This is an optimization exercise on Yosys and OpenROAD, whose aim is small area, a short achievable clock period and few clock cycles, not a production implementation. No functional check of the RTL was part of any run shown here. Power is estimated from default activity; no workload was simulated.

==> flow/design.v <==
`timescale 1ns/10ps
module  ATCONV(
	input		clk,
	input		reset,
	output	reg	busy,
	input		ready,
	output reg	[11:0]	iaddr,
	input signed [12:0]	idata,
	output	reg 	cwr,
	output  reg	[11:0]	caddr_wr,
	output  reg [12:0] 	cdata_wr,
	output	reg 	crd,
	output reg	[11:0] 	caddr_rd,
	input 	[12:0] 	cdata_rd,
	output reg 	csel
	);
reg       run;
reg [4:0] s;
reg       par;
reg [5:0] q;
reg [2:0] p;
always @(posedge clk or posedge reset) begin
	if (reset) begin
		busy <= 1'b0; run <= 1'b0;
		s <= 5'd31; par <= 1'b1; q <= 6'd33; p <= 3'd4;
	end else if (!run) begin
		s <= 5'd31; par <= 1'b1; q <= 6'd33; p <= 3'd4;
		if (ready) begin busy <= 1'b1; run <= 1'b1; end
	end else begin
		if (s[4] && !s[0] && q == 6'd32 && p == 3'd2) begin busy <= 1'b0; run <= 1'b0; end
		if (p == 3'd5) begin
			p <= 3'd0;
			if (q == 6'd33) begin
				q <= 6'd0; par <= ~par;
				if (par) s <= s + 5'd1;
			end else q <= q + 6'd1;
		end else p <= p + 3'd1;
	end
end
wire        pr   = p[2];
wire        q0   = (q == 6'd0);
wire        q32  = (q == 6'd32);
wire        q33  = (q == 6'd33);
wire [3:0]  sr   = s[3:0] + {3'd0, pr & q33 & par};
wire [2:0]  S    = sr[3:1];
reg  [5:0]  rowc;
always @(*) begin
	case (p)
		3'd4:    rowc = (S == 3'd0) ? 6'd0 : {S - 3'd1, 2'd3, sr[0]};   
		3'd5:    rowc = {S, 2'd0, sr[0]};                              
		3'd0:    rowc = {S, 2'd1, sr[0]};
		3'd1:    rowc = {S, 2'd2, sr[0]};
		3'd2:    rowc = {S, 2'd3, sr[0]};
		default: rowc = (S == 3'd7) ? 6'd63 : {S + 3'd1, 2'd0, sr[0]};   
	endcase
end
wire [5:0]  colc = pr ? (q33 ? 6'd0  : (q32 ? 6'd63 : {q[4:0], par}))
                      : (q0  ? 6'd0  : (q33 ? 6'd63 : {q[4:0] - 5'd1, par}));
always @(posedge clk) iaddr <= {rowc, colc};
reg [11:0] D  [0:6];
reg [11:2] Dh [7:13];
reg [10:0] Eb;
reg [12:0] Ga;
integer k;
always @(posedge clk) begin
	D[0] <= idata[11:0];
	for (k = 1; k <= 6; k = k + 1) D[k] <= D[k-1];
	Dh[7] <= D[6][11:2];
	for (k = 8; k <= 13; k = k + 1) Dh[k] <= Dh[k-1];
	Ga <= {1'b0, D[6]} - {4'b0, D[5][11:3]} - {4'b0, Dh[7][11:3]}
	    - {3'b0, D[0][11:2]} - {5'b0, D[1][11:4]} - 13'd12;
	Eb <= {3'b0, Dh[11][11:4]} + {1'b0, Dh[12][11:2]} + {3'b0, Dh[13][11:4]};
end
wire [12:0] V    = Ga - {2'b0, Eb} - {5'b0, D[0][11:4]};
wire [12:0] relu = V[12] ? 13'd0 : V;
wire [3:0]  sm1  = s[3:0] - 4'd1;
wire [3:0]  lsA  = par ? s[3:0] : sm1;
wire        hA   = q[0];
wire [4:0]  CA   = par ? q[5:1] - 5'd1 : {1'b1, q[4:1]};
wire [3:0]  lsW  = par ? s[3:0] : sm1;
wire        hW   = ~q[0];
wire [5:0]  qW   = par ? q - 6'd3 : q + 6'd31;
wire [4:0]  CW   = qW[5:1];
wire        actW = par ? (q >= 6'd3) : (q <= 6'd32);
wire        validW = actW & (par ? ~s[4] : (s[4:0] != 5'd0 && s[4:0] != 5'd31));
wire        firstW = ~lsW[0];
reg [12:0] accA, accB, heldA;
wire [2:0]  pc  = (p == 3'd0) ? 3'd5 : p - 3'd1;    
wire [11:0] rd  = cdata_rd[11:0];
wire [12:0] rdr = {{1'b0, rd[11:4]} + {8'b0, |rd[3:0]}, 4'b0};
always @(posedge clk) begin
	case (pc)
		3'd1: heldA <= cdata_rd;
		3'd2: accA <= rdr;
		3'd3: if ({1'b0, rd} > accA) accA <= rdr;
		3'd4: accB <= rdr;
		3'd5: if ({1'b0, rd} > accB) accB <= rdr;
		default: ;
	endcase
end
wire [12:0] VA = (!firstW && heldA > accA) ? heldA : accA;
wire [12:0] VB = (!firstW && cdata_rd > accB) ? cdata_rd : accB;
always @(posedge clk) begin
	crd <= 1'b1;
	if (p == 3'd0) begin
		cwr <= run & validW; csel <= 1'b1;
		caddr_wr <= {2'b0, lsW[3:1], hW, 1'b0, CW};
		caddr_rd <= {2'b0, lsW[3:1], hW, 1'b1, CW};
		cdata_wr <= VA;
	end else if (p == 3'd1) begin
		cwr <= run & validW; csel <= 1'b1;
		caddr_wr <= {2'b0, lsW[3:1], hW, 1'b1, CW};
		caddr_rd <= {2'b0, lsA[3:1], hA, 1'b0, CA};
		cdata_wr <= VB;
	end else begin
		cwr <= run & ~s[4] & (q >= 6'd2); csel <= 1'b0;
		caddr_wr <= {s[3:1], p[1:0] - 2'd2, s[0], q[4:0] - 5'd2, par};
		caddr_rd <= {lsA[3:1], hA, p[2], lsA[0], CA, p[0]};
		cdata_wr <= relu;
	end
end
endmodule
==> flow/run.sh <==
#!/bin/bash
# synth_recipe.tcl (not shown) runs the flow's synth.tcl, then flattens the netlist and writes it again
# the make line also repeats each setting of config.mk as NAME=value (left out here)
make -C /OpenROAD-flow-scripts/flow DESIGN_CONFIG=/design/flow/config.mk WORK_HOME=/design/flow/orfs CLKGATE_MAP_FILE= SYNTH_SCRIPT=/design/flow/synth_recipe.tcl finish
==> flow/config.mk <==
export PLATFORM = sky130hd
export DESIGN_NAME = ATCONV
export DESIGN_NICKNAME = ATCONV
export VERILOG_FILES = /design/flow/design.v
export SDC_FILE = /design/flow/constraint.sdc
export NUM_CORES = 4
export LEC_CHECK = 0
export ABC_CLOCK_PERIOD_IN_PS = 3000
export CAP_MARGIN = 20
export CORE_MARGIN = 2
export CORE_UTILIZATION = 40
export SETUP_SLACK_MARGIN = 3.5
export SLEW_MARGIN = 20
==> flow/constraint.sdc <==
create_clock -name core_clock -period 6.5 [get_ports {clk}]
set_input_delay 1.3000 -clock core_clock [delete_from_list [all_inputs] [get_ports {clk}]]
set_output_delay 1.3000 -clock core_clock [all_outputs]
set_load 0.01 [all_outputs]
==> results of run 1 <==
[worst max-delay path, cell delays in order (launching register included)]
cell and delay [ns]:
dfxtp_2 0.33, inv_2 0.04, fa_1 0.54, inv_2 0.04
fa_2 0.56, inv_2 0.04, fa_2 0.43, ha_4 0.18
fa_2 0.33, a21o_1 0.20, a21oi_2 0.14, nor2b_1 0.06
o21a_1 0.18, o41a_1 0.38, a31oi_2 0.23
[layer usage]
metal,share of wire,global-route usage,vias up,wire length (um)
met5,0,0,-,0
met4,0.035,0.05812,0,837
li1,-,-,3754,-
met3,0.040,0.02544,52,954
met1,0.44,0.1960,3575,10430
met2,0.48,0.2744,165,11360
[cells by family after synthesis]
logic type                 synth area share
and+or+nand+nor                     0.09023
AOI/OAI and AO/OA                    0.1001
adders and majority gates            0.1772
DFF                                  0.5124
other                             0.0003250
xor gates and xnor gates            0.03785
muxes                               0.02180
buffers and inverters               0.06008
[what timing repair did]
| item | CTS | global route |
|---|---|---|
| gates cloned | 1 | 0 |
| buffers inserted | 15 | 4 |
| hold buffers | 0 | 0 |
| pin swaps | 12 | 11 |
| gates resized for setup | 65 | 35 |
| setup endpoints to repair | 45 | 42 |
[per-stage QoR]
stage / setup WS [ns] / area, um2 / utilization / cells / hold WS [ns]
2_1_floorplan: 2.889 / 11680 / - / 1059 / 0.3096
3_3_place_gp: 2.162 / 12820 / 0.4492 / 1496 / 0.3097
3_5_place_dp: 2.105 / 12830 / 0.4493 / 1496 / 0.3121
4_1_cts: 2.700 / 14020 / 0.4911 / 1562 / 0.3262
5_1_grt: 2.550 / 14150 / 0.4956 / 1566 / 0.3306
6_report: 2.711 / 14150 / 0.4956 / 1566 / 0.3234
[layout by cell type, fill, tap and decap left out, drive strengths merged, types with 3 or more instances in the layout]
cell type / Yosys / final
ha: 93 / 93
mux2i: 15 / 15
a211oi: 8 / 8
fa: 44 / 44
a21boi: 5 / 5
nor2b: 10 / 10
dlygate4sd2: 0 / 3
o21bai: 3 / 3
edfxtp: 31 / 31
nand2: 78 / 78
nor4: 5 / 5
xor2: 20 / 20
nand2b: 4 / 4
buf: 11 / 29
dfrtp: 8 / 8
clkdlybuf4s50: 0 / 67
xnor2: 29 / 29
a31oi: 5 / 5
or4: 3 / 3
o2111ai: 3 / 3
dfxtp: 227 / 227
a221o: 14 / 14
nor3: 14 / 14
nand4: 11 / 11
clkbuf: 18 / 39
o211ai: 9 / 9
o21ai: 49 / 49
nor2: 57 / 57
inv: 147 / 147
a21o: 11 / 11
mux2: 9 / 9
nand3: 12 / 12
o21a: 5 / 5
and3: 12 / 12
dfstp: 9 / 9
a21oi: 47 / 47
o22ai: 4 / 4
clkinv: 1 / 12
[state kept, by name (all words and copies together) (netlist names), 9 cells and up]
register	flops
D	84
Dh	68
Eb	11
Ga	13
accA	9
accB	9
caddr_rd	12
caddr_wr	12
cdata_wr	13
heldA	13
iaddr	12
[power groups by stage]
stage / clock network, W / logic (W) / registers [W]
floorplan: 0 / 0.00238 / 0.00245
global placement: 0 / 0.00331 / 0.00254
detailed placement: 0 / 0.00336 / 0.00255
CTS: 0.00166 / 0.00358 / 0.00248
global route: 0.00173 / 0.00411 / 0.00253
finish: 0.00162 / 0.00368 / 0.00248
[area by class of cell]
type                       count  area, um2  area share
inverter                     148      556.8     0.03935
tap                          384      480.5     0.03396
clock buffer                  37      820.8     0.05801
multi-input combinational    607       5225      0.3693
sequential                   275       5928      0.4190
clock inverter                13      140.1    0.009904
timing repair buffer         102      997.2     0.07048
[final timing paths]
path	from	end	slack, ns	cells after the start
max in group asynchronous	reset	q[1]	4.77	2
max reg2reg	D[5][5]	Ga[12]	2.71	14
min reg2reg	D[1][3]	D[2][3]	0.32	0
max	D[5][5]	Ga[12]	2.71	14
min	D[1][3]	D[2][3]	0.32	0
min in group asynchronous	reset	q[3]	1.18	2
==> qor.txt, run 1 <==
Area of the die = 30220 um2
Outcome = complete, no violations
Maximum number of pins on one net before global-route repair = 30
Number of search-and-repair iterations in the first detailed-routing pass = 6
Arrival time worst endpoint = 4.23 ns
Internal power summed over all cells = 0.004858 W
GR Overflow Total = 0
RSZ-0062 raised after global routing = true
Initial core utilization = 0.4041
Placed wire-length estimate = 17270 um
Buffer levels on the longest clock path = 3
Warning count from the yosys run = 3
Clock buffers created by TritonCTS = 28
Power density over the cells = 549.8 nW/um2
Area growth from synthesis to layout = 22.63%
Startpoint type of the worst setup path = register
Setup TNS = 0 ns
Primary flip-flop cell chosen by synthesis mapping = dfxtp_1
Clock latency on the worst-skew pair = 0.56 ns
Clock net sink count = 275
Post-synth top area cell = dfxtp_1
Overall die width = 173.8 um
Worst path required time = 6.94 ns
Most frequently used cell type in the post-synthesis netlist = dfxtp_1
Worst Path Class, Setup = register to register
Number of filler cells placed in the layout = 2665
Number of routed nets with antenna violations = 0
Slew of the pin with the lowest slew margin = 0.7798 ns
Max-cap viol count = 0
CTS tree = yes
Share of the synthesized area in the top cell type = 0.3939
Top-Level Pins = 82
Final net count = 1328
Global-route wire length before repair = 38460 um
IO buf count = 79
Final Hold Violating Endpoints = 0
Post-synthesis cell count = 1059
Top cells by count, synth = dfxtp_1, inv_1, ha_1, nand2_1, nor2_1
Vias/cell = 4.819
Synthesis-stage register bit count = 275
CTS H-tree depth = 1
Root Buffer = clkbuf_16
Number of remaining DRC errors = 0
Layout cell share with drive strength beyond 1 = 0.1387
Clock power share = 0.208
Mean post-synth cell area = 10.89 um2
Type of element capturing the critical path = register
GR Util All Layers = 0.1572
Post-synthesis cell area = 11540 um2
Max-Slew Margin vs Limit = 0.4761
Sequential share of power = 0.319
Portion of the clock cycle consumed by the worst path in the final layout = 0.5829
Vias = 7546
Clock edge transition at the registers on the reported setup and hold paths = 0.06 ns
Share of async-settable or async-resettable flops after synthesis = 0.06182
Time the final worst path needs with I/O delays and setup = 3.789 ns
Maximum fanout encountered on the critical timing path = 2
Mapped Nets = 1225
Synth top area cells = dfxtp_1, ha_1, edfxtp_1
Part of the total power dissipated in combinational logic = 0.473
Setup-violating endpoint count in the final report = 0
Total power consumption of the routed design = 0.007780 W
Unique masters post-synth = 70
WL final = 23580 um
Number of standard-cell rows in the floorplan = 62
Leakage power = 6.285 nW
Die span in y = 173.8 um
Number of enable-type register cells in the synthesized netlist = 31
Antenna cell count = 0
F_max = 0.2639 GHz
Peak ir drop on the vdd network = 0.2786 mV
Clock Skews = 0.03704 ns
Routability Congestion = 0.8586
Hold Path Class = register to register
Sequential cell area fraction in the yosys report = 0.5124
Fin. max-slew vios = 0
Detailed Route Iter0 Violations = 360
Number of global-route vias before repair = 7626
Fraction of power spent switching nets = 0.3756
Wirelength per Cell = 15.06 um
Placeable core area = 28550 um2
Initial antenna violation count = 0
Net switching power = 0.002922 W
==> inputs of run 2 (changes only) <==
--- a/flow/config.mk
+++ b/flow/config.mk
@@ -7,3 +7,2 @@
 export LEC_CHECK = 0
-export ABC_CLOCK_PERIOD_IN_PS = 3000
 export CAP_MARGIN = 20
==> run 2 against run 1 <==
Compared with the run above: still clean; die area stayed put; clock power hardly changed; sequential cell count stayed put; largest cell class unchanged.
==> qor.txt, run 2 <==
Worst Path Class, Setup = register to register
Synthesis-stage register bit count = 275 (unchanged)
Post-synthesis cell area = 11540 um2 (unchanged)
Clock edge transition at the registers on the reported setup and hold paths = 0.06 ns (about the same)
Primary flip-flop cell chosen by synthesis mapping = dfxtp_1
Leakage power = 6.285 nW (unchanged)
Placeable core area = 28550 um2 (unchanged)
Maximum fanout encountered on the critical timing path = 2 (unchanged)
Max-Slew Margin vs Limit = 0.4761 (unchanged)
Root Buffer = clkbuf_16
Vias = 7546 (unchanged)
Ordered cell list for the critical path = inv_2, fa_1, inv_2, fa_2, inv_2, fa_2, ha_4, fa_2, a21o_1, a21oi_2, nor2b_1, o21a_1, o41a_1, a31oi_2
Share of the synthesized area in the top cell type = 0.3939 (unchanged)
Clock buffers created by TritonCTS = 28 (unchanged)
Antenna cell count = 0 (unchanged)
IO buf count = 79 (unchanged)
Peak ir drop on the vdd network = 0.2786 mV (unchanged)
F_max = 0.2639 GHz (unchanged)
Arrival time worst endpoint = 4.23 ns (about the same)
Synth top area cells = dfxtp_1, ha_1, edfxtp_1
Time the final worst path needs with I/O delays and setup = 3.789 ns (unchanged)
Clock net sink count = 275 (unchanged)
Worst R2R Start = D[5][5]
Fin. max-slew vios = 0 (unchanged)
Hold Path Depth = 0 (unchanged)
Most frequent cells in the layout = dfxtp_1, inv_1, ha_1
CTS H-tree depth = 1 (unchanged)
Number of standard-cell rows in the floorplan = 62 (unchanged)
Most common cell after layout, fill and taps aside = dfxtp_1
Slowest stage cell, crit path = fa_2
Final Hold Violating Endpoints = 0 (unchanged)
Register name with the most flops = D
Total power consumption of the routed design = 0.007780 W (unchanged)
Clock latency on the worst-skew pair = 0.56 ns (about the same)
Die span in y = 173.8 um (unchanged)
Most frequently used cell type in the post-synthesis netlist = dfxtp_1
Maximum cell stage delay along the critical path = 0.56 ns (about the same)
Hold Path Class = register to register
Warning count from the yosys run = 3 (unchanged)
Capture endpoint of the worst hold path = D[2][3]
Post-synthesis cell count = 1059 (unchanged)
Reg-to-reg critical path endpoint = Ga[12]
Routability Congestion = 0.8586 (unchanged)
GR Overflow Total = 0 (unchanged)
Unique masters post-synth = 70 (unchanged)
Buffer levels on the longest clock path = 3 (unchanged)
WL final = 23580 um (unchanged)
Clock Skews = 0.03704 ns (unchanged)
Number of enable-type register cells in the synthesized netlist = 31 (unchanged)
RSZ-0062 raised after global routing = true
Worst hold path startpoint = D[1][3]
Outcome = complete, no violations
Mapped Nets = 1225 (unchanged)
Initial antenna violation count = 0 (unchanged)
Register-to-register path setup slack = 2.71 ns (about the same)
Final net count = 1328 (unchanged)
Slew of the pin with the lowest slew margin = 0.7798 ns (unchanged)
Number of cells traversed by the worst register-to-register path = 14 (unchanged)
Post-synth top area cell = dfxtp_1
Maximum number of pins on one net before global-route repair = 30 (unchanged)
Global-route wire length before repair = 38460 um (unchanged)
Layout cell share with drive strength beyond 1 = 0.1387 (unchanged)
Wirelength per Cell = 15.06 um (unchanged)
Share of async-settable or async-resettable flops after synthesis = 0.06182 (unchanged)
Type of element capturing the critical path = register
GR Util All Layers = 0.1572 (unchanged)
Area growth from synthesis to layout = 22.63% (unchanged)
Area of the die = 30220 um2 (unchanged)
Top cells by count, synth = dfxtp_1, inv_1, ha_1, nand2_1, nor2_1
Sequential cell area fraction in the yosys report = 0.5124 (unchanged)
Detailed Route Iter0 Violations = 360 (unchanged)
CTS tree = yes
Startpoint type of the worst setup path = register
Mean post-synth cell area = 10.89 um2 (unchanged)
Setup TNS = 0 ns (unchanged)
Worst path required time = 6.94 ns (about the same)
Placed wire-length estimate = 17270 um (unchanged)
Number of remaining DRC errors = 0 (unchanged)
Minimum hold slack = 0.3234 ns (unchanged)
Number of search-and-repair iterations in the first detailed-routing pass = 6 (unchanged)
Initial core utilization = 0.4041 (unchanged)
Setup-violating endpoint count in the final report = 0 (unchanged)
Portion of the clock cycle consumed by the worst path in the final layout = 0.5829 (unchanged)
Number of global-route vias before repair = 7626 (unchanged)
Number of routed nets with antenna violations = 0 (unchanged)
Largest registers ranked by flip-flop count = D: 84 flops, Dh: 68 flops
Max FFs per register = 84 (unchanged)
Vias/cell = 4.819 (unchanged)
Overall die width = 173.8 um (unchanged)
Max-cap viol count = 0 (unchanged)
Power density over the cells = 549.8 nW/um2 (unchanged)
Top-Level Pins = 82 (unchanged)
## run 2: cell counts after synthesis
Identical to the previous run, type by type.
## run 2: logic make-up after synthesis
group,after synthesis,share of synthesized area
compound gates,177,0.1001
xor+xnor,49,0.03785
fa+ha+maj,137,0.1772
buf+inv,177,0.06008
flops,275,0.5124
mux,24,0.02180
other cells,1,0.0003250
simple gates,219,0.09023
## run 2: stage by stage
stage / utilization / area [um2] / instances / setup slack [ns]
2_1_floorplan: - / 11680 / 1059 / 2.889
3_3_place_gp: 0.4492 / 12820 / 1496 / 2.162
3_5_place_dp: 0.4493 / 12830 / 1496 / 2.105
4_1_cts: 0.4911 / 14020 / 1562 / 2.700
5_1_grt: 0.4956 / 14150 / 1566 / 2.550
6_report: 0.4956 / 14150 / 1566 / 2.711
## run 2: repair_timing
item                       CTS  global route
resized for setup           65            35
hold endpoints to repair     0             0
setup endpoints to repair   45            42
hold buffers                 0             0
setup buffers               15             4
cloned                       1             0
pin swaps                   12            11
## run 2: routing by layer
metal	wire length, um	part of all wire	up-vias	global-route usage
met3	954	0.040	52	0.02544
met4	837	0.035	0	0.05812
met5	0	0	-	0
met1	10430	0.44	3575	0.1960
met2	11360	0.48	165	0.2744
li1	-	-	3754	-
## run 2: where the power goes
part	internal [W]	switching (W)
clock network	0.000968	0.000649
logic	0.00168	0.00200
registers	0.00221	0.000275
## run 2: worst max-delay path: cells and delay by family (launching register included)
kind                       cells  cell delay [ns]
AOI/OAI and AO/OA              5             1.13
and+or+nand+nor                1             0.06
DFF                            1             0.33
adders and majority gates      5             2.04
buffers and inverters          3             0.12
## run 2: layout make-up
type / instances / area, um2
Clock buffer: 37 / 820.8
Fill cell: 2665 / 14400
Clock inverter: 13 / 140.1
Inverter: 148 / 556.8
Timing Repair Buffer: 102 / 997.2
Tap cell: 384 / 480.5
Multi-Input combinational cell: 607 / 5225
Sequential cell: 275 / 5928
## run 2: worst max path at each step
stage	startpoint	to	slack (ns)	cells after the start
after floorplan	D[6][3]	Ga[11]	2.89	14
after global placement	cdata_rd[7]	cdata_wr[4]	2.16	8
after detailed placement	cdata_rd[7]	cdata_wr[4]	2.11	8
after CTS	D[5][5]	Ga[12]	2.70	14
after global routing	D[5][5]	Ga[12]	2.55	14
final	D[5][5]	Ga[12]	2.71	14
==> inputs of run 3 (changes only) <==
--- a/flow/design.v
+++ b/flow/design.v
@@ -18,2 +18,3 @@
 reg [4:0] s;
+reg [3:0] sn;              
 reg       par;
@@ -21,2 +22,4 @@
 reg [2:0] p;
+reg       q0, q32, q33;    
+reg       wr;              
 always @(posedge clk or posedge reset) begin
@@ -24,14 +27,21 @@
 		busy <= 1'b0; run <= 1'b0;
-		s <= 5'd31; par <= 1'b1; q <= 6'd33; p <= 3'd4;
+		s <= 5'd31; sn <= 4'd0; par <= 1'b1; q <= 6'd33; p <= 3'd4;
+		q0 <= 1'b0; q32 <= 1'b0; q33 <= 1'b1; wr <= 1'b1;
 	end else if (!run) begin
-		s <= 5'd31; par <= 1'b1; q <= 6'd33; p <= 3'd4;
+		s <= 5'd31; sn <= 4'd0; par <= 1'b1; q <= 6'd33; p <= 3'd4;
+		q0 <= 1'b0; q32 <= 1'b0; q33 <= 1'b1; wr <= 1'b1;
 		if (ready) begin busy <= 1'b1; run <= 1'b1; end
 	end else begin
-		if (s[4] && !s[0] && q == 6'd32 && p == 3'd2) begin busy <= 1'b0; run <= 1'b0; end
+		if (s[4] && !s[0] && q32 && p == 3'd2) begin busy <= 1'b0; run <= 1'b0; end
+		wr <= par & q33 & (p == 3'd3 || p == 3'd4);
 		if (p == 3'd5) begin
 			p <= 3'd0;
-			if (q == 6'd33) begin
+			if (q33) begin
 				q <= 6'd0; par <= ~par;
-				if (par) s <= s + 5'd1;
-			end else q <= q + 6'd1;
+				q0 <= 1'b1; q32 <= 1'b0; q33 <= 1'b0;
+				if (par) begin s <= s + 5'd1; sn <= sn + 4'd1; end
+			end else begin
+				q <= q + 6'd1;
+				q0 <= 1'b0; q32 <= (q == 6'd31); q33 <= q32;
+			end
 		end else p <= p + 3'd1;
@@ -40,6 +50,3 @@
 wire        pr   = p[2];
-wire        q0   = (q == 6'd0);
-wire        q32  = (q == 6'd32);
-wire        q33  = (q == 6'd33);
-wire [3:0]  sr   = s[3:0] + {3'd0, pr & q33 & par};
+wire [3:0]  sr   = wr ? sn : s[3:0];
 wire [2:0]  S    = sr[3:1];
@@ -59,6 +66,6 @@
 always @(posedge clk) iaddr <= {rowc, colc};
-reg [11:0] D  [0:6];
-reg [11:2] Dh [7:13];
+reg [11:0] D  [0:5];
+reg [11:2] Dh [6:11];
 reg [10:0] Eb;
-reg [12:0] Ga;
+reg [12:0] Ga, R6, X;
 integer k;
@@ -66,10 +73,11 @@
 	D[0] <= idata[11:0];
-	for (k = 1; k <= 6; k = k + 1) D[k] <= D[k-1];
-	Dh[7] <= D[6][11:2];
-	for (k = 8; k <= 13; k = k + 1) Dh[k] <= Dh[k-1];
-	Ga <= {1'b0, D[6]} - {4'b0, D[5][11:3]} - {4'b0, Dh[7][11:3]}
-	    - {3'b0, D[0][11:2]} - {5'b0, D[1][11:4]} - 13'd12;
-	Eb <= {3'b0, Dh[11][11:4]} + {1'b0, Dh[12][11:2]} + {3'b0, Dh[13][11:4]};
+	for (k = 1; k <= 5; k = k + 1) D[k] <= D[k-1];
+	Dh[6] <= D[5][11:2];
+	for (k = 7; k <= 11; k = k + 1) Dh[k] <= Dh[k-1];
+	Ga <= {1'b0, D[4]} - {4'b0, D[3][11:3]} - {4'b0, D[5][11:3]} - 13'd12;
+	Eb <= {3'b0, Dh[9][11:4]} + {1'b0, Dh[10][11:2]} + {3'b0, Dh[11][11:4]};
+	R6 <= Ga - {2'b0, Eb};
+	X  <= R6 - {3'b0, D[0][11:2]} - {5'b0, D[1][11:4]};
 end
-wire [12:0] V    = Ga - {2'b0, Eb} - {5'b0, D[0][11:4]};
+wire [12:0] V    = X - {5'b0, D[0][11:4]};
 wire [12:0] relu = V[12] ? 13'd0 : V;
==> run 3 against run 2 <==
Compared with the run above: still clean on timing, DRC and antenna; non-clock buffer count down 11; register-to-register slack better by 0.84 ns; first-iteration DRC count up 24%; die area rose by 5.1%; combinational power is 18% lower; total power is 5.9% lower; synthesized area up 5.2%; sequential cell count is 10 higher; via count increased by 6.3%; clock skew fell by 0.0071 ns; sequential share of layout area rose by 0.39 points; critical path type unchanged; largest power group unchanged; highest routed layer unchanged.
==> qor.txt, run 3 <==
Power density over the cells = 502.4 nW/um2 (-8.6%)
Wirelength per Cell = 14.77 um (-1.9%)
Peak ir drop on the vdd network = 0.2425 mV (-13%)
Time the final worst path needs with I/O delays and setup = 2.946 ns (-0.8428 ns)
Most frequent cells in the layout = dfxtp_1, inv_1, ha_1
Wl on met1 = 11920 um (+14%)
GR Overflow Total = 0 (unchanged)
Post-synthesis cell area = 12140 um2 (+5.2%)
Met3 WL post-DR = 1169 um (+23%)
Maximum fanout encountered on the critical timing path = 2 (unchanged)
Unique masters post-synth = 72 (+2.9%)
Buffer levels on the longest clock path = 3 (unchanged)
Clock latency on the worst-skew pair = 0.56 ns (about the same)
Number of enable-type register cells in the synthesized netlist = 31 (unchanged)
Initial antenna violation count = 0 (unchanged)
Mean post-synth cell area = 10.57 um2 (-3.0%)
Setup TNS = 0 ns (unchanged)
Final net count = 1394 (+5.0%)
Outcome = complete, no violations
Worst path required time = 6.97 ns (+0.03 ns)
CTS tree = yes
IO buf count = 79 (unchanged)
Highest metal layer with signal wires = met4
Primary flip-flop cell chosen by synthesis mapping = dfxtp_1
Top-Level Pins = 82 (unchanged)
Root Buffer = clkbuf_16
Layout cell share with drive strength beyond 1 = 0.1006 (-0.03819)
Number of remaining DRC errors = 0 (unchanged)
Number of search-and-repair iterations in the first detailed-routing pass = 4 (-2)
Total area of sequential cells = 6160 um2 (+3.9%)
Number of filler cells placed in the layout = 2765 (+3.8%)
Part of the total power dissipated in combinational logic = 0.412 (-0.061)
Overall die width = 178.2 um (+2.5%)
Most frequently used cell type in the post-synthesis netlist = dfxtp_1
Placed insts = 1584 (+5.9%)
Hold-fix buffers, CTS = 0 (unchanged)
Startpoint type of the worst setup path = register
Post-synthesis cell count = 1148 (+8.4%)
Largest registers ranked by flip-flop count = D: 70 flops, Dh: 58 flops
Area used by multi-input combinational logic = 5605 um2 (+7.3%)
WL final = 24280 um (+2.9%)
Placeable core area = 29800 um2 (+4.4%)
Final Hold Violating Endpoints = 0 (unchanged)
Number of global-route vias before repair = 7962 (+4.4%)
Total power consumption of the routed design = 0.007318 W (-5.9%)
Fraction of power spent switching nets = 0.3524 (-0.02313)
Post-synth top area cell = dfxtp_1
Detailed Route Iter0 Violations = 446 (+24%)
Register name with the most flops = D
Slew of the pin with the lowest slew margin = 1.024 ns (+0.2439 ns)
Hold Path Class = register to register
Leakage power = 6.200 nW (-1.4%)
Die span in y = 178.2 um (+2.5%)
Antenna cell count = 0 (unchanged)
Top cells by count, synth = dfxtp_1, inv_1, ha_1, nand2_1, a21oi_1
Max-cap viol count = 0 (unchanged)
Synthesis-stage register bit count = 285 (+3.6%)
Max-Slew Margin vs Limit = 0.3150 (-0.1611)
Arrival time worst endpoint = 3.42 ns (-0.81 ns)
Internal power summed over all cells = 0.004738 W (-2.5%)
Minimum hold slack = 0.3218 ns (-0.001636 ns)
F_max = 0.3394 GHz (+29%)
Vias/cell = 4.884 (+1.4%)
Warning count from the yosys run = 3 (unchanged)
Area of the die = 31750 um2 (+5.1%)
Placed wire-length estimate = 17060 um (-1.2%)
Clock edge transition at the registers on the reported setup and hold paths = 0.06 ns (about the same)
Fin. max-slew vios = 0 (unchanged)
Initial core utilization = 0.4074 (+0.003219)
Share of async-settable or async-resettable flops after synthesis = 0.08772 (+0.02590)
Global-route wire length before repair = 40250 um (+4.6%)
Sequential share of power = 0.355 (+0.036)
Number of standard-cell rows in the floorplan = 63 (+1.6%)
Portion of the clock cycle consumed by the worst path in the final layout = 0.4532 (-0.1297)
Max FFs per register = 70 (-17%)
Wire length on met2 = 10640 um (-6.3%)
RSZ-0062 raised after global routing = true
Clock Skews = 0.02994 ns (-0.007098 ns)
GR Util All Layers = 0.1566 (-0.0006472)
Worst Path Class, Setup = register to register
Mapped Nets = 1306 (+6.6%)
Number of routed nets with antenna violations = 0 (unchanged)
Clock buffers created by TritonCTS = 30 (+7.1%)
Routability Congestion = 0.8435 (-1.8%)
CTS H-tree depth = 1 (unchanged)
Sequential cell area fraction in the yosys report = 0.5071 (-0.005356)
Clock net sink count = 285 (+3.6%)
Clock power share = 0.233 (+0.025)
Vias = 8024 (+6.3%)
Most common cell after layout, fill and taps aside = dfxtp_1
Share of the synthesized area in the top cell type = 0.3777 (-0.01619)
Area growth from synthesis to layout = 20.00%
Setup-violating endpoint count in the final report = 0 (unchanged)
Type of element capturing the critical path = register
Synth top area cells = dfxtp_1, ha_1, edfxtp_1
Maximum number of pins on one net before global-route repair = 28 (-6.7%)
Net switching power = 0.002579 W (-12%)
Post-route non-filler standard cell count = 1643 (+4.9%)
[run 3: kinds of logic after synthesis]
group / after synthesis / share of synthesized area
DFF: 285 / 0.5071
and+or+nand+nor: 268 / 0.1081
AOI/OAI and AO/OA: 229 / 0.1214
buffers and inverters: 149 / 0.04701
adders and majority gates: 129 / 0.1509
xor gates and xnor gates: 67 / 0.04835
muxes: 20 / 0.01680
other: 1 / 0.0003089
[run 3: what timing repair did]
action,4_1_cts,5_1_grt
resized for setup,18,32
endpoints found under the setup margin,41,38
cloned,0,1
buffers inserted,4,4
pin swaps,4,15
[run 3: path summary, 6_finish.rpt]
path                       startpoint       to  slack, ns  depth (start not counted)
hold reg to reg               D[2][5]  D[3][5]       0.32                          0
setup / recovery              D[3][6]   Ga[11]       3.55                         11
min in group asynchronous       reset    sn[2]       1.00                          2
max in group asynchronous       reset     p[2]       4.99                          3
setup reg to reg              D[3][6]   Ga[11]       3.55                         11
hold / removal                D[2][5]  D[3][5]       0.32                          0
[run 3: through the flow]
step	setup slack (ns)	instance area (um2)	util
finish	3.554	14570	0.4888
global route	3.404	14570	0.4888
CTS	3.501	14400	0.4833
detailed placement	2.545	13310	0.4466
global placement	2.543	13310	0.4466
floorplan	3.528	12150	-
[run 3: critical path: stages, from the launching register on]
cell and delay [ns]:
dfxtp_1 0.34, fa_1 0.54, inv_1 0.06, ha_4 0.24, ha_1 0.29, a21o_1 0.17, a21oi_2 0.19, o21ai_2 0.08
or4_4 0.43, a31o_4 0.25, a21oi_2 0.12, xor2_1 0.14
[run 3: power by group through the flow]
stage               Clock, W  Sequential [W]  Combinational [W]
finish               0.00171         0.00260            0.00301
detailed placement         0         0.00263            0.00291
global placement           0         0.00263            0.00287
floorplan                  0         0.00254            0.00212
CTS                  0.00175         0.00260            0.00298
global route         0.00183         0.00265            0.00340
[run 3: layout make-up]
type / count / share of cell area
clock buffer: 42 / 0.05962
clock inverter: 7 / 0.008504
inverter: 113 / 0.02938
multi-input combinational: 714 / 0.3848
sequential: 285 / 0.4229
tap: 390 / 0.03350
timing repair buffer: 91 / 0.06091
timing repair inverter: 1 / 0.0003436
[run 3: per-layer routing]
layer,vias to the layer above,track usage
met3,41,0.02685
met2,161,0.2490
met4,0,0.03997
li1,4098,-
met5,-,0
met1,3724,0.2213
==> inputs of run 4 (changes only) <==
--- a/flow/config.mk
+++ b/flow/config.mk
@@ -10,3 +10,3 @@
 export CORE_UTILIZATION = 40
-export SETUP_SLACK_MARGIN = 3.5
+export SETUP_SLACK_MARGIN = 4.0
 export SLEW_MARGIN = 20
==> run 4 against run 3 <==
Compared with the run above: still clean; setup slack improved by 0.064 ns; synthesized cell count stayed put; total power is 4.7% higher; final cell count grew 2.7%; maximum frequency rose by 2.2%; non-clock buffer count rose by 38; largest cell class unchanged.
==> qor.txt, run 4 <==
Hold Path Class = register to register
Maximum fanout encountered on the critical timing path = 2 (unchanged)
Number of remaining DRC errors = 0 (unchanged)
Mapped Nets = 1306 (unchanged)
Initial core utilization = 0.4074 (unchanged)
Share of the synthesized area in compound gates (AO/OA/AOI/OAI) = 0.1214 (unchanged)
Placed insts = 1584 (unchanged)
Number of routed nets with antenna violations = 0 (unchanged)
Largest registers ranked by flip-flop count = D: 70 flops, Dh: 58 flops
Final Hold Violating Endpoints = 0 (unchanged)
WL final = 25510 um (+5.1%)
Setup TNS = 0 ns (unchanged)
Maximum cell stage delay along the critical path = 0.54 ns (about the same)
Number of search-and-repair iterations in the first detailed-routing pass = 5 (+1)
Vias = 8305 (+3.5%)
Max-Slew Margin vs Limit = 0.3934 (+0.07837)
CTS H-tree depth = 1 (unchanged)
Clock latency on the worst-skew pair = 0.56 ns (about the same)
Worst Path Class, Setup = register to register
Post-synth top area cell = dfxtp_1
Finished Core Util = 0.5161 (+0.02725)
Clock edge transition at the registers on the reported setup and hold paths = 0.07 ns (about the same)
Peak ir drop on the vdd network = 0.2621 mV (+8.1%)
RSZ-0062 raised after global routing = true
Type of element capturing the critical path = register
Share of the synthesized area in the top cell type = 0.3777 (unchanged)
Total power consumption of the routed design = 0.007663 W (+4.7%)
Max FFs per register = 70 (unchanged)
Number of standard-cell rows in the floorplan = 63 (unchanged)
Post-synthesis mux area share = 0.01680 (unchanged)
Slew of the pin with the lowest slew margin = 0.9043 ns (-0.1194 ns)
Root Buffer = clkbuf_16
Overall die width = 178.2 um (unchanged)
Most common cell after layout, fill and taps aside = dfxtp_1
Slowest stage cell, crit path = fa_1
Arrival time worst endpoint = 3.39 ns (-0.03 ns)
Number of enable-type register cells in the synthesized netlist = 31 (unchanged)
Layout cell share with drive strength beyond 1 = 0.1920 (+0.09142)
Unique masters post-synth = 72 (unchanged)
Post-route non-filler standard cell count = 1687 (+2.7%)
Maximum number of pins on one net before global-route repair = 34 (+21%)
Ordered cell list for the critical path = inv_2, fa_1, inv_2, ha_4, buf_6, fa_2, a21o_1, a21oi_2, nor2b_1, o21a_1, o41ai_4, o21a_1
Setup-violating endpoint count in the final report = 0 (unchanged)
Register name with the most flops = D
Primary flip-flop cell chosen by synthesis mapping = dfxtp_1
Clock buffers created by TritonCTS = 29 (-3.3%)
Power density over the cells = 498.4 nW/um2 (-0.80%)
Portion of the clock cycle consumed by the worst path in the final layout = 0.4434 (-0.009858)
Share of async-settable or async-resettable flops after synthesis = 0.08772 (unchanged)
Xor and xnor area share after synthesis = 0.04835 (unchanged)
Placed wire-length estimate = 17150 um (+0.49%)
Max-cap viol count = 0 (unchanged)
Top cells by count, synth = dfxtp_1, inv_1, ha_1, nand2_1, a21oi_1
Outcome = complete, no violations
Most frequently used cell type in the post-synthesis netlist = dfxtp_1
Placeable core area = 29800 um2 (unchanged)
Basic-gate share of the synthesized area counting and, or, nand and nor cells = 0.1081 (unchanged)
Antenna cell count = 0 (unchanged)
Detailed Route Iter0 Violations = 505 (+13%)
Area of the die = 31750 um2 (unchanged)
Worst path required time = 7.00 ns (+0.03 ns)
Top-Level Pins = 82 (unchanged)
IO buf count = 79 (unchanged)
Initial antenna violation count = 0 (unchanged)
Number of global-route vias before repair = 8245 (+3.6%)
Clock net sink count = 285 (unchanged)
Post-synthesis cell area = 12140 um2 (unchanged)
Vias/cell = 4.923 (+0.80%)
Area growth from synthesis to layout = 26.69%
Global-route wire length before repair = 42010 um (+4.4%)
Die span in y = 178.2 um (unchanged)
Most frequent cells in the layout = dfxtp_1, inv_1, ha_1
Leakage power = 6.553 nW (+5.7%)
Synthesis-stage register bit count = 285 (unchanged)
GR Util All Layers = 0.1645 (+0.007885)
Mean post-synth cell area = 10.57 um2 (unchanged)
Wirelength per Cell = 15.12 um (+2.4%)
Sequential cell area fraction in the yosys report = 0.5071 (unchanged)
Buffer levels on the longest clock path = 3 (unchanged)
Warning count from the yosys run = 3 (unchanged)
Startpoint type of the worst setup path = register
Post-Synth Adder-Cell Area = 0.1509 (unchanged)
GR Overflow Total = 0 (unchanged)
Clock Skews = 0.01097 ns (-0.01897 ns)
Synth top area cells = dfxtp_1, ha_1, edfxtp_1
Final net count = 1432 (+2.7%)
Routability Congestion = 0.8190 (-2.9%)
Post-synthesis cell count = 1148 (unchanged)
F_max = 0.3470 GHz (+2.2%)
Time the final worst path needs with I/O delays and setup = 2.882 ns (-0.06408 ns)
CTS tree = yes
Dominant combinational cell family by area after synthesis = adder cells
Fin. max-slew vios = 0 (unchanged)
==> run 4: layout make-up <==
| type | count | area (um2) |
|---|---|---|
| multi-input cells | 715 | 6083 |
| clock buffers | 40 | 817.0 |
| clock inverters | 14 | 201.4 |
| repair inverters | 1 | 5.005 |
| flip-flops and latches | 285 | 6178 |
| repair buffers | 129 | 1170 |
| fillers | 2682 | 14420 |
| well taps | 390 | 488.0 |
| inverters | 113 | 434.2 |
==> run 4: metrics by stage <==
stage                     hold slack [ns]  worst slack (ns)  instance area [um2]
after floorplan                    0.3096             3.644                12390
after global placement             0.3100             2.550                13540
after detailed placement           0.3121             2.528                13540
after CTS                          0.3260             3.540                15000
after global routing               0.3329             3.506                15380
final                              0.3237             3.618                15380
==> run 4: power breakdown <==
group / switching, W / leakage (nW) / internal, W
clock network: 0.000697 / 0.496 / 0.00105
registers: 0.000311 / 2.51 / 0.00228
logic: 0.00176 / 3.55 / 0.00157
==> run 4: critical path: cells and delay by family, from the launching register on <==
| kind | cells | cell delay (ns) |
|---|---|---|
| adders and majority gates | 3 | 1.14 |
| AOI/OAI and AO/OA | 5 | 1.07 |
| DFF | 1 | 0.34 |
| buffers and inverters | 3 | 0.19 |
| and+or+nand+nor | 1 | 0.08 |
==> run 4: cells by family after synthesis <==
kind of cell    count (synthesis)
compound gates                229
fa+ha+maj                     129
other cells                     1
xor+xnor                       67
mux                            20
flops                         285
simple gates                  268
buf+inv                       149
==> run 4: timing repair <==
action                     4_1_cts  5_1_grt
pin swaps                       48       44
setup endpoints to repair      122       71
hold buffers                     0        0
gates cloned                     2        1
resized for setup              165       71
buffers inserted                34       12
==> run 4: path summary, 6_finish.rpt <==
kind / start / endpoint / slack [ns] / depth (start not counted)
min: Dh[8][10] / Dh[9][10] / 0.32 / 0
max in group asynchronous: reset / q[1] / 4.92 / 2
min in group asynchronous: reset / sn[3] / 1.15 / 2
min reg2reg: Dh[8][10] / Dh[9][10] / 0.32 / 0
max: D[4][3] / Ga[12] / 3.62 / 12
max reg2reg: D[4][3] / Ga[12] / 3.62 / 12
==> run 4: metal layers <==
metal,GRT usage,part of all wire
met1,0.2348,0.48
met2,0.2615,0.45
met3,0.02600,0.055
met4,0.03963,0.017
met5,0,0
==> inputs of run 5 (changes only) <==
--- a/flow/config.mk
+++ b/flow/config.mk
@@ -10,3 +10,4 @@
 export CORE_UTILIZATION = 40
-export SETUP_SLACK_MARGIN = 4.0
+export CTS_BUF_LIST = sky130_fd_sc_hd__clkbuf_4
+export SETUP_SLACK_MARGIN = 3.5
 export SLEW_MARGIN = 20
==> run 5 against run 4 <==
Compared with the run above: final cell count grew 2.7%; routed wire length shrank 2.8%; register-to-register slack lost 0.14 ns; largest cell class unchanged; core utilization shrank 2.7 points; non-clock buffer count shrank 35; sequential cell count is the same; critical endpoint is now Ga[11]; sequential power is essentially flat; first-iteration DRC count shrank 17%; synthesized cell count is the same; total power shrank 6.7%; critical path depth shrank 1; maximum frequency shrank 4.5%; highest routed layer unchanged.
==> qor.txt, run 5 <==
Top-Level Pins = 82 (unchanged)
Wirelength per Cell = 14.32 um (-5.3%)
CTS tree = yes
Hold Path Class = register to register
Synth top area cells = dfxtp_1, ha_1, edfxtp_1
Peak ir drop on the vdd network = 0.2062 mV (-21%)
Time the final worst path needs with I/O delays and setup = 3.018 ns (+0.1363 ns)
Layout cell share with drive strength beyond 1 = 0.1484 (-0.04358)
Overall die width = 178.2 um (unchanged)
Share of async-settable or async-resettable flops after synthesis = 0.08772 (unchanged)
Portion of the clock cycle consumed by the worst path in the final layout = 0.4644 (+0.02097)
Mapped Nets = 1306 (unchanged)
Total power consumption of the routed design = 0.007151 W (-6.7%)
Highest metal layer with signal wires = met4
Placeable core area = 29800 um2 (unchanged)
Number of global-route vias before repair = 8420 (+2.1%)
Mean post-synth cell area = 10.57 um2 (unchanged)
Met3 WL post-DR = 1334 um (-4.9%)
GR Util All Layers = 0.1623 (-0.002204)
Clock net sink count = 285 (unchanged)
Clock edge transition at the registers on the reported setup and hold paths = 0.07 ns (about the same)
Ordered cell list for the critical path = fa_1, inv_2, ha_4, ha_4, a21o_1, a21oi_4, o21ai_2, or4_4, a31o_4, a21oi_2, xor2_1
Outcome = complete, no violations
Startpoint type of the worst setup path = register
Post-synthesis cell count = 1148 (unchanged)
Root Buffer = clkbuf_4
Most frequent cells in the layout = dfxtp_1, inv_1, clkbuf_4
Number of enable-type register cells in the synthesized netlist = 31 (unchanged)
Number of filler cells placed in the layout = 2799 (+4.4%)
Setup-violating endpoint count in the final report = 0 (unchanged)
Family with the most delay on the worst path = adder cells
F_max = 0.3313 GHz (-4.5%)
Hold-fix buffers, CTS = 0 (unchanged)
Maximum fanout encountered on the critical timing path = 2 (unchanged)
RSZ-0062 raised after global routing = true
Sequential cell area fraction in the yosys report = 0.5071 (unchanged)
Final net count = 1441 (+0.63%)
Global-route wire length before repair = 41280 um (-1.7%)
Max-cap viol count = 0 (unchanged)
Routability Congestion = 0.8435 (+3.0%)
Synthesis-stage register bit count = 285 (unchanged)
Setup TNS = 0 ns (unchanged)
GR Overflow Total = 0 (unchanged)
Top cells by count, synth = dfxtp_1, inv_1, ha_1, nand2_1, a21oi_1
Wire length on met2 = 10990 um (-4.0%)
Worst Path Class, Setup = register to register
Register name with the most flops = D
Largest registers ranked by flip-flop count = D: 70 flops, Dh: 58 flops
Number of remaining DRC errors = 0 (unchanged)
Clock buffers created by TritonCTS = 74 (+160%)
Type of element capturing the critical path = register
Number of standard-cell rows in the floorplan = 63 (unchanged)
Warning count from the yosys run = 3 (unchanged)
Unique masters post-synth = 72 (unchanged)
Die span in y = 178.2 um (unchanged)
Wl on met1 = 11910 um (-2.6%)
Area growth from synthesis to layout = 19.99%
Worst path required time = 7.09 ns (+0.09 ns)
Detailed Route Iter0 Violations = 418 (-17%)
Post-synthesis cell area = 12140 um2 (unchanged)
IO buf count = 79 (unchanged)
Number of routed nets with antenna violations = 0 (unchanged)
Clock Skews = 0.06048 ns (+0.04950 ns)
Final Hold Violating Endpoints = 0 (unchanged)
WL final = 24800 um (-2.8%)
Maximum cell stage delay along the critical path = 0.55 ns (about the same)
Most frequently used cell type in the post-synthesis netlist = dfxtp_1
Buffers plus inverters on the worst setup path = 1 (-2)
Placed wire-length estimate = 17060 um (-0.48%)
Initial antenna violation count = 1 (+1)
Max FFs per register = 70 (unchanged)
Area of the die = 31750 um2 (unchanged)
Fin. max-slew vios = 0 (unchanged)
Leakage power = 6.276 nW (-4.2%)
Share of the synthesized area in the top cell type = 0.3777 (unchanged)
Max-Slew Margin vs Limit = 0.2814 (-0.1120)
Clock latency on the worst-skew pair = 0.72 ns (+0.16 ns)
Post-synth top area cell = dfxtp_1
CTS H-tree depth = 3 (+2)
Slowest stage cell, crit path = fa_1
Most common cell after layout, fill and taps aside = dfxtp_1
Power density over the cells = 491.0 nW/um2 (-1.5%)
Maximum number of pins on one net before global-route repair = 28 (-18%)
Arrival time worst endpoint = 3.61 ns (+0.22 ns)
Buffer levels on the longest clock path = 3 (unchanged)
Initial core utilization = 0.4074 (unchanged)
Vias/cell = 4.839 (-1.7%)
Vias = 8382 (+0.93%)
Slew of the pin with the lowest slew margin = 1.074 ns (+0.1697 ns)
Primary flip-flop cell chosen by synthesis mapping = dfxtp_1
Number of search-and-repair iterations in the first detailed-routing pass = 7 (+2)
Most numerous cell on the critical path = ha_4
## run 5: cell count changes in the layout (fill, tap and decap cells not counted), sizes merged
| cell | change |
|---|---|
| buf | -43 |
| clkinvlp | -2 |
| mux2 | -1 |
| clkbuf | +56 |
| bufinv | -3 |
| clkinv | +23 |
| dlygate4sd2 | -44 |
| dlymetal6s2s | +2 |
| diode | +1 |
| clkdlybuf4s50 | +60 |
| inv | +1 |
| clkdlybuf4s15 | -5 |
## run 5: cells by family (layout without fill, tap and decap cells)
logic type               after synthesis  in the layout  synth area share
flip-flops                           285            285            0.5071
AO/OA/AOI/OAI                        229            229            0.1214
AND/OR/NAND/NOR                      268            268            0.1081
multiplexers                          20             20           0.01680
adder cells (fa/ha/maj)              129            129            0.1509
buffers and inverters                149            342           0.04701
XOR/XNOR                              67             67           0.04835
other                                  1              2         0.0003089
## run 5: metal layers
| layer | vias to the layer above | global-route usage |
|---|---|---|
| li1 | 4245 | - |
| met1 | 3865 | 0.2194 |
| met2 | 220 | 0.2519 |
| met3 | 52 | 0.03879 |
| met4 | 0 | 0.06165 |
| met5 | - | 0 |
## run 5: final cells by class
| cell class | instances | area, um2 | area share |
|---|---|---|---|
| multi-input cells | 714 | 5599 | 0.3844 |
| clock inverters | 33 | 190.2 | 0.01306 |
| well taps | 390 | 488.0 | 0.03351 |
| diodes | 1 | 2.502 | 0.0001718 |
| flip-flops and latches | 285 | 6163 | 0.4232 |
| clock buffers | 101 | 758.2 | 0.05206 |
| repair buffers | 94 | 929.6 | 0.06383 |
| inverters | 113 | 427.9 | 0.02938 |
| repair inverters | 1 | 5.005 | 0.0003436 |
## run 5: path summary, 6_finish.rpt
check	start	end	slack [ns]	cells past startpoint
min in group asynchronous	reset	q32	0.99	2
worst max register to register	D[3][6]	Ga[11]	3.48	11
max in group asynchronous	reset	p[1]	5.02	2
worst max-delay path	D[3][6]	Ga[11]	3.48	11
worst min-delay path	D[2][11]	D[3][11]	0.31	0
worst min register to register	D[2][11]	D[3][11]	0.31	0
## run 5: power breakdown
part           switching [W]  total (W)  internal, W  leakage [nW]
registers           0.000319    0.00260      0.00228          2.51
clock network       0.000736    0.00151     0.000779         0.556
logic                0.00160    0.00304      0.00144          3.21
total                0.00265    0.00715      0.00450          6.28
## run 5: what timing repair did
action / 4_1_cts / 5_1_grt
pin swaps: 3 / 19
gates cloned: 1 / 0
resized for setup: 16 / 29
buffers inserted: 3 / 9
endpoints found under the setup margin: 42 / 38
## run 5: stage by stage
step	std cells	util	setup WS, ns	hold slack [ns]	cell area (um2)
finish	1732	0.4888	3.482	0.3080	14560
global route	1732	0.4888	3.371	0.3174	14560
CTS	1722	0.4819	3.492	0.3088	14360
detailed placement	1584	0.4466	2.545	0.3121	13310
global placement	1584	0.4466	2.543	0.3100	13310
floorplan	1148	-	3.528	0.3096	12150
==> inputs of run 6 (changes only) <==
--- a/flow/config.mk
+++ b/flow/config.mk
@@ -10,3 +10,4 @@
 export CORE_UTILIZATION = 40
-export CTS_BUF_LIST = sky130_fd_sc_hd__clkbuf_4
+export CTS_BUF_LIST = sky130_fd_sc_hd__clkbuf_8
+export CTS_CLUSTER_SIZE = 40
 export SETUP_SLACK_MARGIN = 3.5
==> run 6 against run 5 <==
Compared with the run above: maximum frequency is 2.2% higher; synthesized cell count stayed put; sequential share of layout area is 0.26 points lower; final cell count is 2.9% lower; combinational power hardly changed.
==> qor.txt, run 6 <==
Outcome = complete, no violations
Warning count from the yosys run = 3 (unchanged)
Peak ir drop on the vdd network = 0.2185 mV (+6.0%)
Ordered cell list for the critical path = ha_4, fa_1, inv_2, ha_4, fa_2, a21o_1, a21oi_2, nor2b_1, o21a_1, o41ai_4, xnor2_1
Vias/cell = 4.864 (+0.51%)
WL final = 24270 um (-2.2%)
Maximum number of pins on one net before global-route repair = 28 (unchanged)
Hold Path Class = register to register
Slew of the pin with the lowest slew margin = 1.038 ns (-0.03556 ns)
Timing endpoint of the critical path = Ga[10]
Max-cap viol count = 0 (unchanged)
IO buf count = 79 (unchanged)
Post-route non-filler standard cell count = 1681 (-2.9%)
Number of cells traversed by the worst register-to-register path = 11 (unchanged)
Startpoint type of the worst setup path = register
Sequential cell area fraction in the yosys report = 0.5071 (unchanged)
Largest registers ranked by flip-flop count = D: 70 flops, Dh: 58 flops
Most frequent cells in the layout = dfxtp_1, inv_1, ha_1
Area growth from synthesis to layout = 20.64%
Reg-to-reg critical path endpoint = Ga[10]
Worst setup slack before clock tree synthesis = 2.545 ns (unchanged)
Mapped Nets = 1306 (unchanged)
Critical path origin = D[3][5]
Antenna cell count = 0 (-1)
Wirelength per Cell = 14.44 um (+0.81%)
Power density over the cells = 497.4 nW/um2 (+1.3%)
Die span in y = 178.2 um (unchanged)
Most common cell after layout, fill and taps aside = dfxtp_1
Clock power share = 0.231 (+0.019)
Initial core utilization = 0.4074 (unchanged)
Max FFs per register = 70 (unchanged)
Setup TNS = 0 ns (unchanged)
Number of remaining DRC errors = 0 (unchanged)
Placed insts = 1584 (unchanged)
Unique masters post-synth = 72 (unchanged)
Worst path required time = 6.92 ns (-0.17 ns)
Area of the die = 31750 um2 (unchanged)
Worst Path Class, Setup = register to register
Total power consumption of the routed design = 0.007283 W (+1.8%)
Maximum fanout encountered on the critical timing path = 2 (unchanged)
Placeable core area = 29800 um2 (unchanged)
Layout cell share with drive strength beyond 1 = 0.1232 (-0.02524)
Most numerous cell on the critical path = ha_4
Buffers plus inverters on the worst setup path = 1 (unchanged)
Post-synthesis cell area = 12140 um2 (unchanged)
Post-synth top area cell = dfxtp_1
GR Util All Layers = 0.1581 (-0.004203)
CTS tree = yes
Overall die width = 178.2 um (unchanged)
Register-to-register path setup slack = 3.55 ns (+0.07 ns)
Mean post-synth cell area = 10.57 um2 (unchanged)
CTS H-tree depth = 2 (-1)
Finished Core Util = 0.4914 (+0.002646)
GR Overflow Total = 0 (unchanged)
Leakage power = 6.314 nW (+0.60%)
F_max = 0.3386 GHz (+2.2%)
Time the final worst path needs with I/O delays and setup = 2.953 ns (-0.06527 ns)
Clock edge transition at the registers on the reported setup and hold paths = 0.06 ns (about the same)
Number of routed nets with antenna violations = 0 (unchanged)
Max-Slew Margin vs Limit = 0.3052 (+0.02380)
Family with the most delay on the worst path = adder cells
Register name with the most flops = D
Detailed Route Iter0 Violations = 444 (+6.2%)
Primary flip-flop cell chosen by synthesis mapping = dfxtp_1
Buffer levels on the longest clock path = 3 (unchanged)
Internal power summed over all cells = 0.004666 W (+3.8%)
Post-synthesis cell count = 1148 (unchanged)
Critical Path Stages = 11 (unchanged)
Share of the synthesized area in the top cell type = 0.3777 (unchanged)
Number of standard-cell rows in the floorplan = 63 (unchanged)
Maximum cell stage delay along the critical path = 0.49 ns (-0.06 ns)
Synthesis-stage register bit count = 285 (unchanged)
Number of search-and-repair iterations in the first detailed-routing pass = 5 (-2)
Clock net sink count = 285 (unchanged)
Arrival time worst endpoint = 3.37 ns (-0.24 ns)
Clock Skews = 0.02843 ns (-0.03204 ns)
Number of global-route vias before repair = 8153 (-3.2%)
Sequential share of power = 0.357 (-0.006)
Top cells by count, synth = dfxtp_1, inv_1, ha_1, nand2_1, a21oi_1
Synth top area cells = dfxtp_1, ha_1, edfxtp_1
Number of enable-type register cells in the synthesized netlist = 31 (unchanged)
Placed wire-length estimate = 17060 um (unchanged)
Most frequently used cell type in the post-synthesis netlist = dfxtp_1
Initial antenna violation count = 0 (-1)
Root Buffer = clkbuf_8
Vias = 8177 (-2.4%)
Worst R2R Start = D[3][5]
Fin. max-slew vios = 0 (unchanged)
Top-Level Pins = 82 (unchanged)
PnR worst setup slack = 3.547 ns (+0.06527 ns)
Final net count = 1410 (-2.2%)
Net switching power = 0.002617 W (-1.4%)
Setup-violating endpoint count in the final report = 0 (unchanged)
Part of the total power dissipated in combinational logic = 0.413 (-0.012)
Routability Congestion = 0.8435 (unchanged)
Clock latency on the worst-skew pair = 0.56 ns (-0.16 ns)
Slowest stage cell, crit path = fa_1
RSZ-0062 raised after global routing = true
Final Hold Violating Endpoints = 0 (unchanged)
Fraction of power spent switching nets = 0.3593 (-0.01178)
Global-route wire length before repair = 40530 um (-1.8%)
Portion of the clock cycle consumed by the worst path in the final layout = 0.4543 (-0.01004)
Share of async-settable or async-resettable flops after synthesis = 0.08772 (unchanged)
Type of element capturing the critical path = register
Clock buffers created by TritonCTS = 48 (-35%)
[run 6: logic make-up (layout without fill, tap and decap cells)]
| logic type | Yosys count | count (layout) | synth area share |
|---|---|---|---|
| multiplexers | 20 | 20 | 0.01680 |
| flip-flops | 285 | 285 | 0.5071 |
| AO/OA/AOI/OAI | 229 | 229 | 0.1214 |
| XOR/XNOR | 67 | 67 | 0.04835 |
| adder cells (fa/ha/maj) | 129 | 129 | 0.1509 |
| AND/OR/NAND/NOR | 268 | 268 | 0.1081 |
| buffers and inverters | 149 | 292 | 0.04701 |
| other | 1 | 1 | 0.0003089 |
[run 6: worst min path at each step]
stage | start | end | depth (start not counted)
after floorplan | D[0][0] | D[1][0] | 0
after global placement | Dh[7][5] | Dh[8][5] | 0
after detailed placement | D[2][6] | D[3][6] | 0
after CTS | D[2][11] | D[3][11] | 0
after global routing | D[2][11] | D[3][11] | 0
final | D[2][11] | D[3][11] | 0
[run 6: routing by layer]
| metal | GRT usage | share of wire | wire length, um |
|---|---|---|---|
| met2 | 0.2476 | 0.44 | 10740 |
| met1 | 0.2200 | 0.49 | 11800 |
| met5 | 0 | 0 | 0 |
| met3 | 0.03090 | 0.050 | 1205 |
| met4 | 0.05081 | 0.021 | 518 |
[run 6: final cells by class]
| class | count | area [um2] |
|---|---|---|
| fillers | 2776 | 15150 |
| multi-input cells | 714 | 5600 |
| inverters | 113 | 427.9 |
| clock inverters | 25 | 177.7 |
| clock buffers | 64 | 880.8 |
| well taps | 390 | 488.0 |
| repair buffers | 89 | 904.6 |
| flip-flops and latches | 285 | 6158 |
| repair inverters | 1 | 5.005 |
[run 6: worst reg2reg max path: stages (launching register included)]
cell     delay [ns]
dfxtp_2        0.34
ha_4           0.23
fa_1           0.49
inv_2          0.04
ha_4           0.15
fa_2           0.39
a21o_1         0.21
a21oi_2        0.15
nor2b_1        0.06
o21a_1         0.21
o41ai_4        0.41
xnor2_1        0.12
[run 6: repair_timing]
action / 4_1_cts / 5_1_grt
gates cloned: 0 / 1
endpoints found under the setup margin: 41 / 31
resized for setup: 18 / 29
pin swaps: 3 / 17
hold endpoints to repair: 0 / 0
buffers inserted: 4 / 2
hold buffers: 0 / 0
[run 6: metrics by stage]
| step | hold slack [ns] | instance area (um2) |
|---|---|---|
| final | 0.3038 | 14640 |
| after global routing | 0.3218 | 14640 |
| after CTS | 0.3118 | 14490 |
| after detailed placement | 0.3121 | 13310 |
| after global placement | 0.3100 | 13310 |
| after floorplan | 0.3096 | 12150 |
[run 6: power by group through the flow]
stage          Sequential (W)  Clock, W  Combinational [W]
2_1_floorplan         0.00254         0            0.00212
3_3_place_gp          0.00263         0            0.00287
3_5_place_dp          0.00263         0            0.00291
4_1_cts               0.00260   0.00173            0.00299
5_1_grt               0.00266   0.00182            0.00339
6_report              0.00260   0.00168            0.00301
==> inputs of run 7 (changes only) <==
--- a/flow/design.v
+++ b/flow/design.v
@@ -66,4 +66,4 @@
 always @(posedge clk) iaddr <= {rowc, colc};
-reg [11:0] D  [0:5];
-reg [11:2] Dh [6:11];
+reg [11:0] D  [0:4];
+reg [11:2] Dh [5:11];
 reg [10:0] Eb;
@@ -73,12 +73,12 @@
 	D[0] <= idata[11:0];
-	for (k = 1; k <= 5; k = k + 1) D[k] <= D[k-1];
-	Dh[6] <= D[5][11:2];
-	for (k = 7; k <= 11; k = k + 1) Dh[k] <= Dh[k-1];
-	Ga <= {1'b0, D[4]} - {4'b0, D[3][11:3]} - {4'b0, D[5][11:3]} - 13'd12;
+	for (k = 1; k <= 4; k = k + 1) D[k] <= D[k-1];
+	Dh[5] <= D[4][11:2];
+	for (k = 6; k <= 11; k = k + 1) Dh[k] <= Dh[k-1];
+	Ga <= ~{1'b0, D[4]} + {4'b0, D[3][11:3]} + {4'b0, Dh[5][11:3]} + 13'd12;
 	Eb <= {3'b0, Dh[9][11:4]} + {1'b0, Dh[10][11:2]} + {3'b0, Dh[11][11:4]};
-	R6 <= Ga - {2'b0, Eb};
-	X  <= R6 - {3'b0, D[0][11:2]} - {5'b0, D[1][11:4]};
+	R6 <= Ga + {2'b0, Eb};
+	X  <= R6 + {3'b0, D[0][11:2]} + {5'b0, D[1][11:4]};
 end
-wire [12:0] V    = X - {5'b0, D[0][11:4]};
-wire [12:0] relu = V[12] ? 13'd0 : V;
+wire [12:0] W    = X + {5'b0, D[0][11:4]};
+wire [12:0] relu = {1'b0, W[12] ? ~W[11:0] : 12'd0};
 wire [3:0]  sm1  = s[3:0] - 4'd1;
--- a/flow/config.mk
+++ b/flow/config.mk
@@ -10,4 +10,2 @@
 export CORE_UTILIZATION = 40
-export CTS_BUF_LIST = sky130_fd_sc_hd__clkbuf_8
-export CTS_CLUSTER_SIZE = 40
 export SETUP_SLACK_MARGIN = 3.5
==> run 7 against run 6 <==
Compared with the run above: clock skew is 0.0024 ns lower; count of clock-buffer cells in the layout is 18 lower; critical path depth shrank 3; clock power increased by 14%; sequential power is essentially flat; hold slack improved by 0.018 ns; still clean on timing, DRC and antenna.
==> qor.txt, run 7 <==
Outcome = complete, no violations
Synth top area cells = dfxtp_1, ha_1, edfxtp_1
Post-synthesis cell count = 1137 (-0.96%)
Most frequently used cell type in the post-synthesis netlist = dfxtp_1
Vias/cell = 5.014 (+3.1%)
Largest registers ranked by flip-flop count = Dh: 68 flops, D: 60 flops
WL final = 25400 um (+4.7%)
Share of async-settable or async-resettable flops after synthesis = 0.08772 (unchanged)
Number of standard-cell rows in the floorplan = 63 (unchanged)
Portion of the clock cycle consumed by the worst path in the final layout = 0.4525 (-0.001775)
CTS tree = yes
Arrival time worst endpoint = 3.41 ns (+0.04 ns)
Cell area after placement = 13280 um2 (-0.20%)
Placeable core area = 29800 um2 (unchanged)
Buffer levels on the longest clock path = 3 (unchanged)
Sequential cell area fraction in the yosys report = 0.5070 (about the same)
Synthesis-stage register bit count = 285 (unchanged)
Area of the die = 31760 um2 (about the same)
Time the final worst path needs with I/O delays and setup = 2.941 ns (-0.01154 ns)
Leakage power = 6.187 nW (-2.0%)
Startpoint type of the worst setup path = input pin
Hold Path Class = register to register
PnR worst setup slack = 3.559 ns (+0.01154 ns)
Fin. max-slew vios = 0 (unchanged)
Share of the synthesized area in the top cell type = 0.3777 (about the same)
Post-synth top area cell = dfxtp_1
Top cells by count, synth = dfxtp_1, ha_1, inv_1, nand2_1, nor2_1
Post-synthesis mux area share = 0.02463 (+0.007832)
Slowest stage cell, crit path = a221o_2
Routability Congestion = 0.8426 (-0.11%)
Clock latency on the worst-skew pair = 0.56 ns (about the same)
Number of filler cells placed in the layout = 2740 (-1.3%)
Initial antenna violation count = 0 (unchanged)
Number of routed nets with antenna violations = 0 (unchanged)
Number of remaining DRC errors = 0 (unchanged)
Most common cell after layout, fill and taps aside = dfxtp_1
F_max = 0.3400 GHz (+0.39%)
Clock Skews = 0.02605 ns (-0.002385 ns)
Setup TNS = 0 ns (unchanged)
Worst path required time = 6.97 ns (+0.05 ns)
Post-Synth Adder-Cell Area = 0.1505 (-0.0004278)
Die span in y = 178.2 um (about the same)
Mapped Nets = 1294 (-0.92%)
Overall die width = 178.2 um (about the same)
Number of global-route vias before repair = 8068 (-1.0%)
Placed wire-length estimate = 18060 um (+5.9%)
Clock net sink count = 285 (unchanged)
RSZ-0062 raised after global routing = false
Unique masters post-synth = 67 (-6.9%)
Primary flip-flop cell chosen by synthesis mapping = dfxtp_1
Area growth from synthesis to layout = 20.27%
Post-route cell area = 14600 um2 (-0.29%)
Max-Slew Margin vs Limit = 0.3427 (+0.03749)
Max-cap viol count = 0 (unchanged)
Most frequent cells in the layout = dfxtp_1, inv_1, ha_1
Layout cell share with drive strength beyond 1 = 0.1004 (-0.02276)
Power density over the cells = 509.1 nW/um2 (+2.4%)
CTS H-tree depth = 1 (-1)
Antenna cell count = 0 (unchanged)
Mean post-synth cell area = 10.68 um2 (+0.98%)
Number of search-and-repair iterations in the first detailed-routing pass = 4 (-1)
Family with the most delay on the worst path = compound AO/OA/AOI/OAI gates
GR Util All Layers = 0.1622 (+0.004098)
Post-synthesis cell area = 12140 um2 (about the same)
Share of the synthesized area in compound gates (AO/OA/AOI/OAI) = 0.1153 (-0.006094)
Worst setup slack before clock tree synthesis = 2.452 ns (-0.09255 ns)
GR Overflow Total = 0 (unchanged)
Worst Path Class, Setup = input pin to register
Clock buffers created by TritonCTS = 31 (-35%)
Detailed Route Iter0 Violations = 384 (-14%)
Buffers plus inverters on the worst setup path = 1 (unchanged)
==> run 7: final cells by class <==
class,instances,area (um2),area share
inverter,95,356.6,0.02442
multi-input combinational,719,5585,0.3826
timing repair buffer,89,840.8,0.05759
clock inverter,11,141.4,0.009684
tap,390,488.0,0.03342
clock buffer,46,1030,0.07053
sequential,285,6158,0.4218
==> run 7: repair_timing <==
item                                   in CTS  in global routing
setup buffers                               1                  6
setup endpoints to repair                  32                 27
endpoints found under the hold margin       0                  0
gates resized for setup                    27                 21
pin swaps                                   5                  9
gates cloned                                1                  0
==> run 7: final timing paths <==
| kind | start | to | slack, ns | cells after the start |
|---|---|---|---|---|
| max in group asynchronous | reset | p[0] | 4.54 | 2 |
| worst max-delay path | cdata_rd[7] | cdata_wr[10] | 3.56 | 8 |
| worst max register to register | D[3][4] | Ga[11] | 3.60 | 11 |
| worst min register to register | D[3][0] | D[4][0] | 0.32 | 0 |
| worst min-delay path | D[3][0] | D[4][0] | 0.32 | 0 |
| min in group asynchronous | reset | busy | 1.29 | 2 |
==> run 7: metal layers <==
| metal | global-route usage | vias to the layer above | part of all wire |
|---|---|---|---|
| li1 | - | 4094 | - |
| met5 | 0 | - | 0 |
| met4 | 0.03997 | 0 | 0.018 |
| met3 | 0.02920 | 40 | 0.058 |
| met2 | 0.2705 | 206 | 0.46 |
| met1 | 0.2182 | 3858 | 0.47 |
==> run 7: where the power goes <==
part	switching [W]	leakage [nW]	internal (W)
Combinational	0.00155	3.11	0.00136
Clock	0.000700	0.572	0.00121
Sequential	0.000331	2.51	0.00228
==> run 7: logic make-up after synthesis <==
| logic type | after synthesis |
|---|---|
| buffers and inverters | 134 |
| other | 1 |
| AOI/OAI and AO/OA | 215 |
| and+or+nand+nor | 277 |
| xor gates and xnor gates | 69 |
| adders and majority gates | 128 |
| DFF | 285 |
| muxes | 28 |
==> run 7: through the flow <==
stage                 util  std cells  power (W)  hold WS, ns
global placement    0.4457       1570   0.005443       0.3110
finish              0.4900       1635   0.007433       0.3214
global route        0.4900       1635   0.007981       0.3287
detailed placement  0.4457       1570   0.005495       0.3121
floorplan                -       1137   0.004575       0.3096
CTS                 0.4877       1629   0.007479       0.3234

re-timing with driven ports:
The flow's constraints put no driver on any port. The routed layouts listed below were extracted and timed again, unchanged, in two steps. Step 1 assumes that a clkbuf_16 drives the clock port and a buf_2 every other input. Step 2 adds t to the input delays and takes it off the output delays; t is the mean of the earliest and latest rising clock arrival at the registers after step 1. Input paths then give back, and output paths get back, about the clock's delay inside the block. Slacks: no drivers / after step 1 / after step 2; pairs: no drivers / after step 1.
run	t (ns)	slack for setup (ns)	worst setup path at the end	worst slew at a driven data input, ns	cell pins on the clock port's net
run 1	0.589	2.711 / 2.711 / 2.711	register to register	0.04	1
run 2	0.589	2.711 / 2.711 / 2.711	register to register	0.04	1
run 3	0.595	3.554 / 3.554 / 3.022	input to register	0.04	1
run 4	0.599	3.618 / 3.618 / 3.282	input to register	0.06	1
run 5	0.723	3.482 / 3.482 / 2.869	input to register	0.04	1
run 6	0.595	3.547 / 3.547 / 2.991	input to register	0.04	1
run 7	0.596	3.559 / 3.587 / 2.991	input to register	0.04	1
After both steps every run listed still meets setup and hold. For run 5, which loses most, drivers alone change the setup slack by 0.000 ns; drivers and shift together by -0.613 ns.
